Context: an optimization exercise on an open-source flow, tuned for small area and a short achievable clock period. The choices shown serve that exercise and are no tape-out recipe.
At most, simulation tests tie the RTL to the original design; equivalence was not proved.

==> flow/design.v <==
package dds_modulator_pkg;
parameter FCLK_MHZ = 125;
parameter ENABLE_BIT = 0;
parameter DEBUG_BIT = 1;
parameter STATE_BITS = 3;    
parameter CONT_NO_MOD =     3'b?01;    
parameter CONT_MOD_FREC =   3'b111;
parameter CONT_MOD_PHASE =  3'b011;
parameter PULS_NO_MOD =     3'b?00;
parameter PULS_MOD_FREC =   3'b110;
parameter PULS_MOD_PHASE =  3'b010;
parameter PULS_NO_MOD_TB =     3'b000;
parameter CONT_NO_MOD_TB =  3'b001;    
parameter PERIOD_COUNTER_BITS = 15;
parameter PINC_BITS = 30;    
parameter BARKER_2 = 2'b10;
parameter BARKER_3 = 3'b110;
parameter BARKER_4 = 4'b1011;
parameter BARKER_5 = 5'b11101;
parameter BARKER_7 = 7'b1110010;
parameter BARKER_11 = 11'b11100010010;
parameter BARKER_13 = 13'b1111100110101;
parameter PHASE_OFFSET_180 = 536870911;
parameter MAX_DEBUG_PACKETS = 125000;
endpackage
`timescale 1ns / 1ps
module mm2s_dds_modulator(
    input wire          S_AXI_CLK,
    input wire          S_AXI_ARESETN,
    output wire         S_AXI_AWREADY,
    input wire   [31:0] S_AXI_AWADDR,
    input wire          S_AXI_AWVALID,
    output wire         S_AXI_WREADY,
    input wire   [31:0] S_AXI_WDATA,
    input wire   [3:0]  S_AXI_WSTRB,
    input wire          S_AXI_WVALID,
    input wire          S_AXI_BREADY,
    output wire  [1:0]  S_AXI_BRESP,
    output wire         S_AXI_BVALID,
    output wire         S_AXI_ARREADY,
    input wire   [31:0] S_AXI_ARADDR,
    input wire          S_AXI_ARVALID,
    input wire          S_AXI_RREADY,
    output wire  [31:0] S_AXI_RDATA,
    output wire  [1:0]  S_AXI_RRESP,
    output wire         S_AXI_RVALID,
    output wire dds_en_o,
    output wire [71:0] m_axis_modulation_tdata,
    output wire m_axis_modulation_tvalid,
    output wire m_axis_modulation_tlast,
    input wire m_axis_modulation_tready
);
    wire clk  = S_AXI_CLK;
    wire rstn = S_AXI_ARESETN;
    localparam [16:0] LFSR_LAST = 17'h1C742;
    reg w_data, w_resp;
    reg [2:0] widx;      
    always @(posedge clk) begin
        if (!rstn) begin
            w_data <= 1'b0;
            w_resp <= 1'b0;
        end else begin
            w_data <= w_data ? ~S_AXI_WVALID : (~w_resp & S_AXI_AWVALID);
            w_resp <= w_resp ? ~S_AXI_BREADY : (w_data & S_AXI_WVALID);
        end
    end
    assign S_AXI_AWREADY = ~(w_data | w_resp);
    assign S_AXI_WREADY  = w_data;
    assign S_AXI_BVALID  = w_resp;
    assign S_AXI_BRESP   = 2'b00;
    wire aw_bad = |S_AXI_AWADDR[1:0] | |S_AXI_AWADDR[7:5] | (S_AXI_AWADDR[4] & S_AXI_AWADDR[3]);
    always @(posedge clk)
        if (!w_data) widx <= aw_bad ? 3'd7 : S_AXI_AWADDR[4:2];
    wire wr = w_data & S_AXI_WVALID;
    wire we0 = wr & (widx == 3'd0);
    wire we1 = wr & (widx == 3'd1);
    wire we2 = wr & (widx == 3'd2);
    wire we3 = wr & (widx == 3'd3);
    wire we4 = wr & (widx == 3'd4);
    wire we5 = wr & (widx == 3'd5);
    reg [31:0] cfg0, cfg1, cfg2, cfg3, cfg4, cfg5;
    reg tlast_q;
    wire [31:0] wd  = S_AXI_WDATA;
    wire [31:0] wdr = {32{rstn}} & wd;
    wire le0 = we0 | !rstn, le1 = we1 | !rstn, le2 = we2 | !rstn;
    wire le3 = we3 | !rstn, le4 = we4 | !rstn, le5 = we5 | !rstn;
    wire [2:0]  sb_x   = we1 ? wd[2:0] : cfg1[2:0];
    wire [12:0] code_x = we5 ? wd[12:0] : cfg5[12:0];
    always @(posedge clk) begin
        if (le0) begin
            cfg0[0]    <= wdr[0];
            cfg0[31:2] <= wdr[31:2];
        end
        cfg0[1] <= !rstn ? 1'b0 : cfg0[1] ? ~tlast_q : (we0 & wd[1]);
        if (le1) cfg1 <= wdr;
        if (le2) cfg2 <= wdr;
        if (le3) cfg3 <= wdr;
        if (le4) cfg4 <= wdr;
        if (le5) cfg5 <= wdr;
    end
    reg r_valid;
    reg [31:0] rdata;
    always @(posedge clk) begin
        if (!rstn) r_valid <= 1'b0;
        else       r_valid <= r_valid ? ~S_AXI_RREADY : S_AXI_ARVALID;
    end
    assign S_AXI_ARREADY = ~r_valid;
    assign S_AXI_RVALID  = r_valid;
    assign S_AXI_RDATA   = rdata;
    assign S_AXI_RRESP   = 2'b00;
    wire ar_bad = |S_AXI_ARADDR[1:0] | |S_AXI_ARADDR[7:5];
    reg [31:0] rsel;
    always @(*) begin
        case (S_AXI_ARADDR[4:2])
            3'd0: rsel = cfg0;
            3'd1: rsel = cfg1;
            3'd2: rsel = cfg2;
            3'd3: rsel = cfg3;
            3'd4: rsel = cfg4;
            3'd5: rsel = cfg5;
            default: rsel = 32'd0;
        endcase
        if (ar_bad) rsel = 32'd0;
    end
    always @(posedge clk)
        if (!r_valid) rdata <= rsel;
    wire        en     = cfg0[0];
    wire        dbg    = cfg0[1];
    wire [2:0]  sb     = cfg1[2:0];
    wire [14:0] period = cfg2[14:0];
    wire [29:0] pinc   = cfg3[29:0];
    wire [29:0] phigh  = cfg4[29:0];
    wire [29:0] delta  = cfg5[29:0];
    wire [3:0]  bnum   = cfg5[31:28];
    reg  [14:0] pcnt;
    reg         ge_q;        
    reg         tz_q;        
    reg  [29:0] mcnt;
    reg  [3:0]  bcnt;
    reg         sel_m_q;     
    reg         sel_p_q;     
    reg         offset_q;    
    reg  [16:0] lfsr;
    wire pto_n = sb[0] | ~ge_q;             
    wire [14:0] pcnt_inc = pcnt + 15'd1;
    wire        p_clr  = !sb[0] && pcnt == period;
    wire        p_inc  = !sb[0] && en;
    wire [14:0] pcnt_x = p_clr ? 15'd0 : p_inc ? pcnt_inc : pcnt;
    wire [14:0] pcnt_n = {15{rstn}} & pcnt_x;
    wire [14:0] tau_w  = wd[30:16];
    wire        ge_hw, ge_iw;        
    dds_cmp_ge #(.W(15), .L(4)) u_ge_hw (.a(pcnt), .b(tau_w), .ge(ge_hw));
    dds_cmp_ge #(.W(15), .L(4)) u_ge_iw (.a(pcnt_inc), .b(tau_w), .ge(ge_iw));
    wire        ge_ir  = (&pcnt) ? tz_q : (ge_q | (pcnt_inc == cfg2[30:16]));
    wire        ge_w   = p_clr ? ~|tau_w : p_inc ? ge_iw : ge_hw;
    wire        ge_r   = p_clr ? tz_q : p_inc ? ge_ir : ge_q;
    wire        ge_x   = we2 ? ge_w : ge_r;
    wire        tz_n   = !rstn | (we2 ? ~|tau_w : tz_q);
    wire ge_n = !rstn | ge_x;
    wire        ramp  = sb[2] & sb[1];
    wire        run   = en & sb[1] & pto_n;
    wire        mcmp;
    dds_cmp_ge #(.W(30), .L(5)) u_mcmp (.a(mcnt), .b(phigh), .ge(mcmp));
    wire [29:0] mstart = ramp ? pinc : 30'd0;
    wire [29:0] msum;
    dds_add #(.W(30), .L(5)) u_madd (.a(mcnt), .b(sb[2] ? delta : 30'd1), .s(msum));
    wire [29:0] mcnt_n = (run && !mcmp) ? msum : mstart;
    wire        barker_en = ~sb[2] & sb[1] & pto_n;
    wire        bwrap     = (bcnt == bnum - 4'd1);
    wire [3:0]  bcnt_inc  = bcnt + 4'd1;
    wire        bstep     = run & mcmp;
    wire [3:0]  bcnt_n    = (!barker_en) ? 4'd0 : !bstep ? bcnt : bwrap ? 4'd0 : bcnt_inc;
    wire [15:0] code_n    = {3'b000, code_x};
    wire        code_hold = code_n[bcnt];
    wire        code_inc  = bwrap ? code_n[0] : code_n[bcnt_inc];
    wire        code_bit  = (!barker_en) ? code_n[0] : bstep ? code_inc : code_hold;
    wire        bmode_n   = ~sb_x[2] & sb_x[1];
    wire        offset_n  = bmode_n & ~code_bit;
    wire        pon_n  = sb_x[0] | ~ge_x;
    wire        ramp_n = sb_x[2] & sb_x[1];
    wire        cnt_go  = rstn & m_axis_modulation_tready & en & dbg & ~tlast_q;
    wire [16:0] lfsr_n  = cnt_go ? {lfsr[15:0], ~(lfsr[16] ^ lfsr[13])} : 17'd0;
    wire        tlast_n = cnt_go & (lfsr == LFSR_LAST);
    always @(posedge clk) begin
        pcnt     <= pcnt_n;
        ge_q     <= ge_n;
        tz_q     <= tz_n;
        mcnt     <= mcnt_n;
        bcnt     <= bcnt_n;
        offset_q <= offset_n;
        sel_m_q  <= ramp_n & pon_n;
        sel_p_q  <= ~ramp_n & pon_n;
        lfsr     <= lfsr_n;
        tlast_q  <= tlast_n;
    end
    assign dds_en_o = en;
    assign m_axis_modulation_tvalid = en & m_axis_modulation_tready;
    assign m_axis_modulation_tlast  = tlast_q;
    assign m_axis_modulation_tdata  = {7'b0, ~sb[0] & ge_q, 2'b00, 1'b0, {29{offset_q}}, 2'b00,
                                       ({30{sel_m_q}} & mcnt) | ({30{sel_p_q}} & pinc)};
endmodule
module dds_cmp_ge #(parameter W = 15, parameter L = 4) (
    input  [W-1:0] a,
    input  [W-1:0] b,
    output         ge
);
    localparam N = 1 << L;
    wire [N*(L+1)-1:0] gt, lt;
    genvar i, l;
    generate
        for (i = 0; i < N; i = i + 1) begin : lv0
            if (i < W) begin : leaf
                assign gt[i] = a[i] & ~b[i];
                assign lt[i] = ~a[i] & b[i];
            end else begin : pad
                assign gt[i] = 1'b0;
                assign lt[i] = 1'b0;
            end
        end
        for (l = 0; l < L; l = l + 1) begin : lv
            for (i = 0; i < N; i = i + 1) begin : nd
                if (i < (N >> (l + 1))) begin : node
                    assign gt[(l+1)*N + i] = gt[l*N + 2*i + 1] | (~lt[l*N + 2*i + 1] & gt[l*N + 2*i]);
                    assign lt[(l+1)*N + i] = lt[l*N + 2*i + 1] | (~gt[l*N + 2*i + 1] & lt[l*N + 2*i]);
                end else begin : unused
                    assign gt[(l+1)*N + i] = 1'b0;
                    assign lt[(l+1)*N + i] = 1'b0;
                end
            end
        end
    endgenerate
    assign ge = ~lt[L*N];
endmodule
module dds_add #(parameter W = 30, parameter L = 5) (
    input  [W-1:0] a,
    input  [W-1:0] b,
    output [W-1:0] s
);
    wire [W*(L+1)-1:0] g, p;
    genvar i, l;
    generate
        for (i = 0; i < W; i = i + 1) begin : lv0
            assign g[i] = a[i] & b[i];
            assign p[i] = a[i] ^ b[i];
        end
        for (l = 0; l < L; l = l + 1) begin : lv
            for (i = 0; i < W; i = i + 1) begin : nd
                if ((i >> l) & 1) begin : node
                    assign g[(l+1)*W + i] = g[l*W + i] | (p[l*W + i] & g[l*W + ((i >> l) << l) - 1]);
                    assign p[(l+1)*W + i] = p[l*W + i] & p[l*W + ((i >> l) << l) - 1];
                end else begin : pass
                    assign g[(l+1)*W + i] = g[l*W + i];
                    assign p[(l+1)*W + i] = p[l*W + i];
                end
            end
        end
    endgenerate
    assign s = p[W-1:0] ^ {g[L*W +: W-1], 1'b0};
endmodule
export LEC_CHECK = 0
export CAP_MARGIN = 20
export CORE_MARGIN = 2
export CORE_UTILIZATION = 40
export CTS_CLUSTER_DIAMETER = 120
export CTS_CLUSTER_SIZE = 24
export SETUP_SLACK_MARGIN = 2.5
export SLEW_MARGIN = 20
create_clock -name core_clock -period 5.5 [get_ports {S_AXI_CLK}]
standard.sh (not shown) runs the stock make flow with config.mk's settings and CLKGATE_MAP_FILE= SYNTH_SCRIPT=/design/flow/synth_recipe.tcl, a recipe that flattens the netlist after the stock synthesis.
==> flow/flow/run.sh <==
#!/bin/bash
cp standard.sh standard_sh.log
export BUFFER_PORTS_ARGS="-buffer_cell sky130_fd_sc_hd__buf_1"
bash standard.sh > standard.log 2>&1
Change:
--- a/flow/design.v
+++ b/flow/design.v
@@ -77,29 +77,37 @@
     wire we2 = wr & (widx == 3'd2);
     wire we3 = wr & (widx == 3'd3);
     wire we4 = wr & (widx == 3'd4);
     wire we5 = wr & (widx == 3'd5);
     reg [31:0] cfg0, cfg1, cfg2, cfg3, cfg4, cfg5;
     reg tlast_q;
-    wire [31:0] wd  = S_AXI_WDATA;
-    wire [31:0] wdr = {32{rstn}} & wd;
-    wire le0 = we0 | !rstn, le1 = we1 | !rstn, le2 = we2 | !rstn;
-    wire le3 = we3 | !rstn, le4 = we4 | !rstn, le5 = we5 | !rstn;
+    wire ld0 = rstn & we0, hd0 = rstn & ~we0;
+    wire ld1 = rstn & we1, hd1 = rstn & ~we1;
+    wire ld2 = rstn & we2, hd2 = rstn & ~we2;
+    wire ld3 = rstn & we3, hd3 = rstn & ~we3;
+    wire ld4 = rstn & we4, hd4 = rstn & ~we4;
+    wire ld5 = rstn & we5, hd5 = rstn & ~we5;
+    wire [31:0] wd = S_AXI_WDATA;
     wire [2:0]  sb_x   = we1 ? wd[2:0] : cfg1[2:0];
     wire [12:0] code_x = we5 ? wd[12:0] : cfg5[12:0];
-    always @(posedge clk) begin
-        if (le0) begin
-            cfg0[0]    <= wdr[0];
-            cfg0[31:2] <= wdr[31:2];
-        end
-        cfg0[1] <= !rstn ? 1'b0 : cfg0[1] ? ~tlast_q : (we0 & wd[1]);
-        if (le1) cfg1 <= wdr;
-        if (le2) cfg2 <= wdr;
-        if (le3) cfg3 <= wdr;
-        if (le4) cfg4 <= wdr;
-        if (le5) cfg5 <= wdr;
+    wire [31:0] cfg0_n;
+    assign cfg0_n[0]    = (ld0 & wd[0]) | (hd0 & cfg0[0]);
+    assign cfg0_n[1]    = !rstn ? 1'b0 : cfg0[1] ? ~tlast_q : (we0 & wd[1]);
+    assign cfg0_n[31:2] = ({30{ld0}} & wd[31:2]) | ({30{hd0}} & cfg0[31:2]);
+    wire [31:0] cfg1_n = {({29{ld1}} & wd[31:3]) | ({29{hd1}} & cfg1[31:3]), {3{rstn}} & sb_x};
+    wire [31:0] cfg2_n = ({32{ld2}} & wd) | ({32{hd2}} & cfg2);
+    wire [31:0] cfg3_n = ({32{ld3}} & wd) | ({32{hd3}} & cfg3);
+    wire [31:0] cfg4_n = ({32{ld4}} & wd) | ({32{hd4}} & cfg4);
+    wire [31:0] cfg5_n = {({19{ld5}} & wd[31:13]) | ({19{hd5}} & cfg5[31:13]), {13{rstn}} & code_x};
+    always @(posedge clk) begin
+        cfg0 <= cfg0_n;
+        cfg1 <= cfg1_n;
+        cfg2 <= cfg2_n;
+        cfg3 <= cfg3_n;
+        cfg4 <= cfg4_n;
+        cfg5 <= cfg5_n;
     end
     reg r_valid;
     reg [31:0] rdata;
     always @(posedge clk) begin
         if (!rstn) r_valid <= 1'b0;
         else       r_valid <= r_valid ? ~S_AXI_RREADY : S_AXI_ARVALID;
Effect: Die area is higher slightly. Utilization goes down by 1.2 points. Sequential cell count is unchanged. Hold slack loses 12 ps. Register-to-register slack improved by 170 ps. Wire length goes up by roughly a tenth. Synthesized area went up slightly. Maximum frequency grows by a few percent.
Only the layout flow was run in the first run of this note; the RTL was not checked for function there.

## separate check: timing with driven ports
How much do the figures lean on ideal ports? The routed layouts below were timed once more, with nothing changed but the port constraints. Step 1 assumes that a clkbuf_16 drives the clock port and a buf_2 every other input. Step 2 moves the port delays by t, midway between the first and last clock arrival at a register: inputs arrive t later, outputs are due t later. That takes back most of the time a late clock gives input paths. a / b / c = ideal / step 1 / step 2; a / b = the first two.
| run | t (ns) | slack for setup (ns) | slew at the worst register clock pin (ns) |
|---|---|---|---|
| the first run | 0.556 | 2.369 / 2.369 / 1.984 | 0.11 / 0.11 |
| the second run | 0.566 | 2.535 / 2.535 / 2.042 | 0.10 / 0.10 |
After both steps setup and hold are still met in every run listed. The setup slack of the second run, which loses most, moves by 0.000 ns with the drivers and by -0.493 ns with both steps.
